What follows belongs to an exercise in optimizing a design on an open flow for a short achievable clock period and few clock cycles; a production flow would make more cautious choices.
The RTL was checked by simulation tests, not by an equivalence proof against the original design.
No activity file was given, so power comes from the tool's default toggle rates.

## alpha
==> module mips, before the edit <==
module mips(input logic clk, reset,
            output logic memwrite,
            output logic [31:0] adr, writedata,
            input logic [31:0] readdata);
  logic [31:0] pc;
  logic        d_valid;
  logic [31:0] d_instr, d_pc4;
  logic        e_rw, e_lw, e_sw, e_beq, e_sub, e_and, e_or, e_slt, e_useimm;
  logic        e_fam, e_faw, e_fbm, e_fbw;
  logic [4:0]  e_rd;
  logic [31:0] e_a, e_b, e_imm, e_bt;
  logic        m_rw, m_lw, m_sw, m_mem;
  logic [4:0]  m_rd;
  logic [31:0] m_res, m_b;
  logic        w_rw;
  logic [4:0]  w_rd;
  logic [31:0] w_val;
  assign adr       = m_mem ? m_res : pc;
  assign writedata = m_b;
  assign memwrite  = m_sw;
  logic [31:0] pc4;
  logic        f_j;
  assign pc4 = pc + 32'd4;
  assign f_j = (readdata[31:26] == 6'b000010);
  logic [5:0]  op, funct;
  logic [4:0]  rs, rt, rdf, dest;
  logic        is_r, is_addi, is_lw, is_sw, is_beq, uses_rt;
  logic [31:0] simm, ra, rb;
  logic        stall;
  assign op    = d_instr[31:26];
  assign rs    = d_instr[25:21];
  assign rt    = d_instr[20:16];
  assign rdf   = d_instr[15:11];
  assign funct = d_instr[5:0];
  assign is_r    = (op == 6'b000000);
  assign is_addi = (op == 6'b001000);
  assign is_lw   = (op == 6'b100011);
  assign is_sw   = (op == 6'b101011);
  assign is_beq  = (op == 6'b000100);
  assign uses_rt = is_r | is_sw | is_beq;
  assign dest    = is_r ? rdf : rt;
  assign simm    = {{16{d_instr[15]}}, d_instr[15:0]};
  logic [31:0] rf [1:31];
  always_ff @(posedge clk)
    if (w_rw) rf[w_rd] <= w_val;
  assign ra = (rs == 5'd0) ? 32'd0 : (w_rw && w_rd == rs) ? w_val : rf[rs];
  assign rb = (rt == 5'd0) ? 32'd0 : (w_rw && w_rd == rt) ? w_val : rf[rt];
  assign stall = d_valid & e_lw & ((e_rd == rs) | (uses_rt & (e_rd == rt)));
  logic [31:0] fa, fb, srcb, sum, res;
  logic        cout, taken;
  assign fa   = e_fam ? m_res : e_faw ? w_val : e_a;
  assign fb   = e_fbm ? m_res : e_fbw ? w_val : e_b;
  assign srcb = e_useimm ? e_imm : fb;
  assign {cout, sum} = {1'b0, fa} + {1'b0, srcb ^ {32{e_sub}}} + {32'd0, e_sub};
  always_comb
    if (e_and)      res = fa & srcb;
    else if (e_or)  res = fa | srcb;
    else if (e_slt) res = {31'd0, ~cout};
    else            res = sum;
  assign taken = e_beq & (fa == fb);
  logic id_rw;
  assign id_rw = d_valid & (is_r | is_addi | is_lw) & (dest != 5'd0);
  always_ff @(posedge clk, posedge reset)
    if (reset) begin
      pc      <= 32'd0;
      d_valid <= 1'b0;
      e_rw    <= 1'b0;
      e_lw    <= 1'b0;
      e_sw    <= 1'b0;
      e_beq   <= 1'b0;
      m_rw    <= 1'b0;
      m_lw    <= 1'b0;
      m_sw    <= 1'b0;
      m_mem   <= 1'b0;
      w_rw    <= 1'b0;
    end else begin
      if (taken) begin
        pc      <= e_bt;
        d_valid <= 1'b0;
      end else if (stall) begin
      end else if (m_mem) begin
        d_valid <= 1'b0;
      end else begin
        pc      <= f_j ? {pc4[31:28], readdata[25:0], 2'b00} : pc4;
        d_valid <= ~f_j;
      end
      if (taken | stall) begin
        e_rw  <= 1'b0;
        e_lw  <= 1'b0;
        e_sw  <= 1'b0;
        e_beq <= 1'b0;
      end else begin
        e_rw  <= id_rw;
        e_lw  <= id_rw & is_lw;
        e_sw  <= d_valid & is_sw;
        e_beq <= d_valid & is_beq;
      end
      m_rw  <= e_rw;
      m_lw  <= e_lw;
      m_sw  <= e_sw;
      m_mem <= e_lw | e_sw;
      w_rw  <= m_rw;
    end
  always_ff @(posedge clk) begin
    if (!taken && !stall && !m_mem) begin
      d_instr <= readdata;
      d_pc4   <= pc4;
    end
    if (!stall) begin
      e_rd     <= dest;
      e_sub    <= is_r ? (funct[1] | funct[3]) : is_beq;
      e_and    <= is_r & funct[2] & ~funct[0];
      e_or     <= is_r & funct[2] & funct[0];
      e_slt    <= is_r & ~funct[2] & funct[3];
      e_useimm <= ~is_r;
      e_a      <= ra;
      e_b      <= rb;
      e_imm    <= simm;
      e_bt     <= d_pc4 + {simm[29:0], 2'b00};
      e_fam    <= e_rw & (e_rd == rs);
      e_faw    <= m_rw & (m_rd == rs);
      e_fbm    <= e_rw & (e_rd == rt);
      e_fbw    <= m_rw & (m_rd == rt);
    end
    m_rd  <= e_rd;
    m_res <= res;
    m_b   <= fb;
    w_rd  <= m_rd;
    w_val <= m_lw ? readdata : m_res;
  end
endmodule
export LEC_CHECK = 0
export CAP_MARGIN = 20
export CELL_PAD_IN_SITES_DETAIL_PLACEMENT = 1
export CORE_MARGIN = 2
export CORE_UTILIZATION = 40
export SLEW_MARGIN = 20
create_clock -name core_clock -period 11.0 [get_ports {clk}]
standard.sh (not shown) runs the stock make flow with config.mk's settings and CLKGATE_MAP_FILE= SYNTH_SCRIPT=/design/flow/synth_recipe.tcl, a recipe that flattens the netlist after the stock synthesis.
==> flow/flow/run.sh <==
#!/bin/bash
set -euo pipefail
bash standard.sh SETUP_SLACK_MARGIN=7.2 SKIP_GATE_CLONING=1 FASTROUTE_TCL="$PWD/flow/fastroute.tcl" finish > standard_flow.log 2>&1
==> flow/flow/fastroute.tcl <==
# Global routing capacity: met1 and met2 are derated more than the upper
# layers, so that global routing moves wiring up and detailed routing has room
# for pin access on met1.
set_global_routing_layer_adjustment met1 0.45
set_global_routing_layer_adjustment met2 0.35
set_global_routing_layer_adjustment met3-met5 0.2
set_routing_layers -clock met3-met5
set_routing_layers -signal met1-met5
alpha reached the end of the flow, and the finished layout is clean on the timing, DRC and antenna checks.
Testbench counts of alpha, summed over its fixed seeds: cycles 73,811.
[inputs] beta vs alpha
==> flow/design.v, changed modules only <==
module mips(input logic clk, reset,
            output logic memwrite,
            output logic [31:0] adr, writedata,
            input logic [31:0] readdata);
  logic [31:0] pc;
  logic        d_valid;
  logic [31:0] d_instr, d_pc4;
  logic        e_rw, e_lw, e_sw, e_beq, e_sub, e_and, e_or, e_slt, e_useimm;
  logic        e_fam, e_faw, e_fbm, e_fbw;
  logic [4:0]  e_rd;
  logic [31:0] e_a, e_b, e_imm, e_bt;
  logic        m_rw, m_lw, m_sw, m_mem;
  logic [4:0]  m_rd;
  logic [31:0] m_res, m_b;
  logic        w_rw;
  logic [4:0]  w_rd;
  logic [31:0] w_val;
  assign adr       = m_mem ? m_res : pc;
  assign writedata = m_b;
  assign memwrite  = m_sw;
  logic [31:0] c_data [0:63];
  logic [5:0]  c_tag  [0:63];
  logic [63:0] c_valid;
  logic [5:0]  cidx;
  logic        c_hit, f_ok, inrange;
  logic [31:0] pc4, f_ins;
  logic        f_j;
  assign cidx    = pc[7:2];
  assign inrange = (pc[31:14] == 18'd0);
  assign c_hit   = c_valid[cidx] & (c_tag[cidx] == pc[13:8]) & inrange;
  assign f_ok    = ~m_mem | c_hit;
  assign f_ins   = m_mem ? c_data[cidx] : readdata;
  assign pc4 = pc + 32'd4;
  assign f_j = (f_ins[31:26] == 6'b000010);
  always_ff @(posedge clk, posedge reset)
    if (reset) c_valid <= 64'd0;
    else if (~m_mem & inrange) c_valid[cidx] <= 1'b1;
  always_ff @(posedge clk)
    if (~m_mem & inrange) begin
      c_data[cidx] <= readdata;
      c_tag[cidx]  <= pc[13:8];
    end
  logic [5:0]  op, funct;
  logic [4:0]  rs, rt, rdf, dest;
  logic        is_r, is_addi, is_lw, is_sw, is_beq, uses_rt;
  logic [31:0] simm, ra, rb;
  logic        stall;
  assign op    = d_instr[31:26];
  assign rs    = d_instr[25:21];
  assign rt    = d_instr[20:16];
  assign rdf   = d_instr[15:11];
  assign funct = d_instr[5:0];
  assign is_r    = (op == 6'b000000);
  assign is_addi = (op == 6'b001000);
  assign is_lw   = (op == 6'b100011);
  assign is_sw   = (op == 6'b101011);
  assign is_beq  = (op == 6'b000100);
  assign uses_rt = is_r | is_sw | is_beq;
  assign dest    = is_r ? rdf : rt;
  assign simm    = {{16{d_instr[15]}}, d_instr[15:0]};
  logic [31:0] rf [1:31];
  always_ff @(posedge clk)
    if (w_rw) rf[w_rd] <= w_val;
  assign ra = (rs == 5'd0) ? 32'd0 : (w_rw && w_rd == rs) ? w_val : rf[rs];
  assign rb = (rt == 5'd0) ? 32'd0 : (w_rw && w_rd == rt) ? w_val : rf[rt];
  assign stall = d_valid & e_lw & ((e_rd == rs) | (uses_rt & (e_rd == rt)));
  logic [31:0] fa, fb, srcb, sum, res;
  logic        cout, taken;
  assign fa   = e_fam ? m_res : e_faw ? w_val : e_a;
  assign fb   = e_fbm ? m_res : e_fbw ? w_val : e_b;
  assign srcb = e_useimm ? e_imm : fb;
  assign {cout, sum} = {1'b0, fa} + {1'b0, srcb ^ {32{e_sub}}} + {32'd0, e_sub};
  always_comb
    if (e_and)      res = fa & srcb;
    else if (e_or)  res = fa | srcb;
    else if (e_slt) res = {31'd0, ~cout};
    else            res = sum;
  assign taken = e_beq & (fa == fb);
  logic id_rw;
  assign id_rw = d_valid & (is_r | is_addi | is_lw) & (dest != 5'd0);
  always_ff @(posedge clk, posedge reset)
    if (reset) begin
      pc      <= 32'd0;
      d_valid <= 1'b0;
      e_rw    <= 1'b0;
      e_lw    <= 1'b0;
      e_sw    <= 1'b0;
      e_beq   <= 1'b0;
      m_rw    <= 1'b0;
      m_lw    <= 1'b0;
      m_sw    <= 1'b0;
      m_mem   <= 1'b0;
      w_rw    <= 1'b0;
    end else begin
      if (taken) begin
        pc      <= e_bt;
        d_valid <= 1'b0;
      end else if (stall) begin
      end else if (~f_ok) begin
        d_valid <= 1'b0;
      end else begin
        pc      <= f_j ? {pc4[31:28], f_ins[25:0], 2'b00} : pc4;
        d_valid <= ~f_j;
      end
      if (taken | stall) begin
        e_rw  <= 1'b0;
        e_lw  <= 1'b0;
        e_sw  <= 1'b0;
        e_beq <= 1'b0;
      end else begin
        e_rw  <= id_rw;
        e_lw  <= id_rw & is_lw;
        e_sw  <= d_valid & is_sw;
        e_beq <= d_valid & is_beq;
      end
      m_rw  <= e_rw;
      m_lw  <= e_lw;
      m_sw  <= e_sw;
      m_mem <= e_lw | e_sw;
      w_rw  <= m_rw;
    end
  always_ff @(posedge clk) begin
    if (!taken && !stall && f_ok) begin
      d_instr <= f_ins;
      d_pc4   <= pc4;
    end
    if (!stall) begin
      e_rd     <= dest;
      e_sub    <= is_r ? (funct[1] | funct[3]) : is_beq;
      e_and    <= is_r & funct[2] & ~funct[0];
      e_or     <= is_r & funct[2] & funct[0];
      e_slt    <= is_r & ~funct[2] & funct[3];
      e_useimm <= ~is_r;
      e_a      <= ra;
      e_b      <= rb;
      e_imm    <= simm;
      e_bt     <= d_pc4 + {simm[29:0], 2'b00};
      e_fam    <= e_rw & (e_rd == rs);
      e_faw    <= m_rw & (m_rd == rs);
      e_fbm    <= e_rw & (e_rd == rt);
      e_fbw    <= m_rw & (m_rd == rt);
    end
    m_rd  <= e_rd;
    m_res <= res;
    m_b   <= fb;
    w_rd  <= m_rd;
    w_val <= m_lw ? readdata : m_res;
  end
endmodule
==> run summary <==
- [compare] base=alpha new=beta: number of multi-input combinational cells in the layout moved up; area of the mapped netlist moved up; total power draw moved up.
- Proportion of cell area occupied by registers, alpha and beta: smaller value in alpha
- beta vs. alpha: area added between synthesis and finish picked up an extra 4.9 points; upper clock frequency limit down about 12%; global-route met1 utilization picked up an extra 0.96 points; number of diodes added for antenna fixing went up by 57; fraction of power consumed by combinational cells moved up.
Testbench counts of beta, summed over its fixed seeds: cycles 63,797.

what the ideal ports hide:
In the flow no input, the clock included, has a driving cell. The finished layouts below were timed again as built, in two steps. Step 1 assumes that a clkbuf_16 drives the clock port and a buf_2 every other input. Step 2, shift: input delay + t, output delay - t, t = (earliest + latest rising clock arrival at the registers) / 2. This alone moves slack from input paths to output paths. a / b / c = ideal / step 1 / step 2; a / b = the first two.
run | t (ns) | setup WS [ns] | pins driven straight from the clock port
alpha | 0.877 | 6.760 / 6.674 / 6.540 | 1
beta | 1.112 | 6.199 / 6.199 / 6.189 | 1
After both steps every run listed still meets setup and hold. The setup slack of alpha, which loses most, moves by -0.086 ns with the drivers and by -0.220 ns with both steps.
